Context: an optimization exercise on an open-source flow, tuned for small area and a short achievable clock period. The choices shown serve that exercise and are no tape-out recipe. The clock port is modelled as an ideal driver, which makes a skipped or thinned clock tree look cheaper than it is; a real chip needs a root buffer or a tree. Power is estimated from default activity; no workload was simulated.

==> flow/design.v (excerpt) <==
module fifo(input [8-1:0]  data_in,
            input write_enb,
            input read,
            output [8-1:0] data_out,
            output reg full,
            output reg empty,
            input clock,
            input reset
           );
==> module fifo, before the edit <==
module fifo(input [8-1:0]  data_in,
            input write_enb,
            input read,
            output [8-1:0] data_out,
            output reg full,
            output reg empty,
            input clock,
            input reset
           );
    localparam W    = 8;
    localparam ROWS = 32 - 1;            
    localparam AW   = 5;                     
    localparam CW   = 6;                     
    localparam G3   = ROWS / 3;              
    reg  [W-1:0]    head;                    
    reg  [W-1:0]    mem [0:ROWS-1];
    reg  [3:0]      ran;                     
    reg  [7:0]      rbn;                     
    reg  [AW-1:0]   wptr;                    
    reg  [CW-1:0]   count;                   
    reg             one;                     
    reg             two;                     
    wire le1   = empty | one;                
    wire three = (count == 3);
    wire near  = (count == 32-1);
    wire mid   = ~le1 & ~full;               
    wire [CW-1:0] cu = count + 1'b1;
    wire [CW-1:0] cd = count - 1'b1;
    wire [CW-1:0] c_w  = full  ? 32     : cu;
    wire [CW-1:0] c_r  = empty ? 0          : cd;
    wire [CW-1:0] c_wr = empty ? 1 : full ? 32 - 1 : count;
    wire [AW-1:0] wptr_up = (wptr == ROWS-1) ? {AW{1'b0}} : wptr + 1'b1;
    wire [3:0] wa = 4'b0001 << wptr[1:0];
    wire [7:0] wb = 8'b00000001 << wptr[4:2];
    wire [ROWS-1:0] wdec;
    genvar g;
    generate
      for (g = 0; g < ROWS; g = g + 1) begin : dec
        assign wdec[g] = wa[g % 4] & wb[g / 4];
      end
    endgenerate
    wire [3:0] ra = ~ran;
    wire [7:0] rb = ~rbn;
    wire       rwrap = ra[2] & rb[7];
    wire [3:0] ra_up = rwrap ? 4'b0001 : {ra[2:0], ra[3]};
    wire [7:0] rb_up = rwrap ? 8'b00000001 : ra[3] ? {rb[6:0], rb[7]} : rb;
    wire [ROWS-1:0] rsel;
    generate
      for (g = 0; g < ROWS; g = g + 1) begin : rs
        assign rsel[g] = ~(ran[g % 4] | rbn[g / 4]);
      end
    endgenerate
    wire [CW-1:0] count_n;
    wire          one_n, two_n;
    fifo_sel4 #(.W(CW+2)) u_cnt_n (
      .d00({count, one,   two}),
      .d10({c_w,   empty, one}),
      .d01({c_r,   two,   three}),
      .d11({c_wr,  le1,   two}),
      .s1(write_enb), .s0(read),
      .y({count_n, one_n, two_n}));
    wire empty_n = ~write_enb & (empty | (read & one));
    wire full_n  = ~read & (full | (write_enb & near));
    wire w_buf = write_enb & (mid | (one & ~read));
    wire rs_hold  = reset & ~read & ~le1;
    wire rs_shift = reset & read & ~le1 & (~two | write_enb);
    wire rs_load  = reset & one & write_enb & ~read;
    wire [3:0] ran_n = ~(({4{rs_hold}} & ra) | ({4{rs_shift}} & ra_up) | ({4{rs_load}} & wa));
    wire [7:0] rbn_n = rs_shift ? ~rb_up : rs_load ? ~wb : rbn;
    assign data_out = head;
    wire [W-1:0] grp_n [0:G3];
    generate
      for (g = 0; g < G3; g = g + 1) begin : grp
        fifo_aoi3 #(.W(W)) u_aoi (
          .a0(mem[3*g]),   .s0(rsel[3*g]),
          .a1(mem[3*g+1]), .s1(rsel[3*g+1]),
          .a2(mem[3*g+2]), .s2(rsel[3*g+2]),
          .y(grp_n[g]));
      end
    endgenerate
    fifo_aoi2 #(.W(W)) u_aoi_last (
      .a0(mem[ROWS-1]), .s0(rsel[ROWS-1]),
      .a1(data_in),     .s1(le1),
      .y(grp_n[G3]));
    reg [W-1:0] head_d;
    integer k;
    always @* begin
      head_d = {W{1'b0}};
      for (k = 0; k <= G3; k = k + 1)
        head_d = head_d | ~grp_n[k];
    end
    always @(posedge clock)
      if (read | empty)
        head <= head_d;
    always @(posedge clock)
      if (write_enb & ~full)
        mem[wptr] <= data_in;
    always @(posedge clock)
     begin
      ran <= ran_n;
      rbn <= rbn_n;
     end
    always @(posedge clock)
     begin
      if (~reset)
       begin
        wptr  <= {AW{1'b0}};
        count <= {CW{1'b0}};
        empty <= 1'b1;
        one   <= 1'b0;
        two   <= 1'b0;
        full  <= 1'b0;
       end
      else
       begin
        if (w_buf)
          wptr <= wptr_up;
        count <= count_n;
        empty <= empty_n;
        one   <= one_n;
        two   <= two_n;
        full  <= full_n;
       end
     end
endmodule
==> module fifo_aoi3, before the edit <==
module fifo_aoi3 #(parameter W = 8)
  (input [W-1:0] a0, input [W-1:0] a1, input [W-1:0] a2,
   input s0, input s1, input s2, output [W-1:0] y);
    assign y = ~((a0 & {W{s0}}) | (a1 & {W{s1}}) | (a2 & {W{s2}}));
endmodule
Settings: LEC_CHECK=0, CAP_MARGIN=20, CORE_MARGIN=2, CORE_UTILIZATION=50, CTS_CLUSTER_DIAMETER=60, CTS_CLUSTER_SIZE=20, SETUP_SLACK_MARGIN=1.95, SLEW_MARGIN=20, SYNTH_HIERARCHICAL=1, TNS_END_PERCENT=0; clock period 3.5 ns.
standard.sh (not shown) runs the stock make flow with config.mk's settings and CLKGATE_MAP_FILE= SYNTH_SCRIPT=/design/flow/synth_recipe.tcl, a recipe that flattens the netlist after the stock synthesis.
==> flow/flow/run.sh <==
#!/bin/bash
# Standard layout except the clock tree: synthesis, floorplan and placement
# by standard.sh, the clock tree by flow/my_cts.tcl (a two-level tree of
# leaf buffers over register clusters), then standard.sh again for routing
# and finishing. Each step's full output goes to its own log here.
set -euo pipefail
here=$(pwd)
res=$here/orfs/results/sky130hd/fifo/base
bash standard.sh place > place.log 2>&1
bash standard.sh run RUN_SCRIPT=$here/flow/my_cts.tcl RUN_LOG_NAME_STEM=4_1_cts_custom > cts.log 2>&1
test -f $res/4_1_cts.odb
cp $res/4_1_cts.odb $res/4_cts.odb
touch $res/4_cts.sdc
bash standard.sh finish > finish.log 2>&1
Other scripts of this flow, unchanged in this note and not shown: flow/flow/my_cts.tcl
Change:
--- a/flow/design.v
+++ b/flow/design.v
@@ -10,9 +10,9 @@
     localparam W    = 8;
     localparam ROWS = 32 - 1;            
     localparam AW   = 5;                     
     localparam CW   = 6;                     
-    localparam G3   = ROWS / 3;              
+    localparam G2   = (ROWS + 1) / 2;        
     reg  [W-1:0]    head;                    
     reg  [W-1:0]    mem [0:ROWS-1];
     reg  [3:0]      ran;                     
     reg  [7:0]      rbn;                     
@@ -67,28 +67,27 @@
     wire rs_load  = reset & one & write_enb & ~read;
     wire [3:0] ran_n = ~(({4{rs_hold}} & ra) | ({4{rs_shift}} & ra_up) | ({4{rs_load}} & wa));
     wire [7:0] rbn_n = rs_shift ? ~rb_up : rs_load ? ~wb : rbn;
     assign data_out = head;
-    wire [W-1:0] grp_n [0:G3];
+    wire [W-1:0] pair_n [0:G2-1];
     generate
-      for (g = 0; g < G3; g = g + 1) begin : grp
-        fifo_aoi3 #(.W(W)) u_aoi (
-          .a0(mem[3*g]),   .s0(rsel[3*g]),
-          .a1(mem[3*g+1]), .s1(rsel[3*g+1]),
-          .a2(mem[3*g+2]), .s2(rsel[3*g+2]),
-          .y(grp_n[g]));
+      for (g = 0; g < G2 - 1; g = g + 1) begin : grp
+        fifo_aoi2 #(.W(W)) u_aoi (
+          .a0(mem[2*g]),   .s0(rsel[2*g]),
+          .a1(mem[2*g+1]), .s1(rsel[2*g+1]),
+          .y(pair_n[g]));
       end
     endgenerate
     fifo_aoi2 #(.W(W)) u_aoi_last (
       .a0(mem[ROWS-1]), .s0(rsel[ROWS-1]),
       .a1(data_in),     .s1(le1),
-      .y(grp_n[G3]));
+      .y(pair_n[G2-1]));
     reg [W-1:0] head_d;
     integer k;
     always @* begin
       head_d = {W{1'b0}};
-      for (k = 0; k <= G3; k = k + 1)
-        head_d = head_d | ~grp_n[k];
+      for (k = 0; k < G2; k = k + 1)
+        head_d = head_d | ~pair_n[k];
     end
     always @(posedge clock)
       if (read | empty)
         head <= head_d;
@@ -122,13 +121,8 @@
         full  <= full_n;
        end
      end
 endmodule
-module fifo_aoi3 #(parameter W = 8)
-  (input [W-1:0] a0, input [W-1:0] a1, input [W-1:0] a2,
-   input s0, input s1, input s2, output [W-1:0] y);
-    assign y = ~((a0 & {W{s0}}) | (a1 & {W{s1}}) | (a2 & {W{s2}}));
-endmodule
 module fifo_aoi2 #(parameter W = 8)
   (input [W-1:0] a0, input [W-1:0] a1,
    input s0, input s1, output [W-1:0] y);
     assign y = ~((a0 & {W{s0}}) | (a1 & {W{s1}}));
Result:
- sequential share of layout area fell by 5.1 points
- design area came out higher by 8.2%
- total power rose by 0.46%
- wire length rose by 6.1%
- sequential power stays flat
- critical path depth does not change
- register-to-register slack gets better by 0.04 ns
- worst setup slack gains 0.045 ns
- clock power is about the same
- global-route usage fell by 0.39 points
- clock skew fell by 0.0049 ns
No functional check of the RTL was part of any run of this note. No run of this note takes its clock network from TritonCTS; it comes from the design's own scripts or RTL.

-- separate check: timing with driven ports --
No port has a modelled driver above. Below, the same layouts with a new extraction and two added sets of constraints. Step 1, drivers: a clkbuf_16 drives clock and a buf_2 each remaining input, both assumed. Step 2 moves the port delays by t, midway between the first and last clock arrival at a register: inputs arrive t later, outputs are due t later. That takes back most of the time a late clock gives input paths. Slacks: ideal ports / drivers / drivers and shift; pairs: ideal ports / drivers.
run	t, ns	setup slack, ns	worst hold slack (ns)	clock arrival spread, ns
the first run	0.398	1.469 / 1.470 / 1.170	0.524 / 0.524 / 0.524	0.028 / 0.028
the second run	0.404	1.514 / 1.494 / 1.200	0.539 / 0.539 / 0.539	0.024 / 0.023
After both steps setup and hold are still met in every run listed. The setup slack of the second run, which loses most, moves by -0.020 ns with the drivers and by -0.314 ns with both steps.
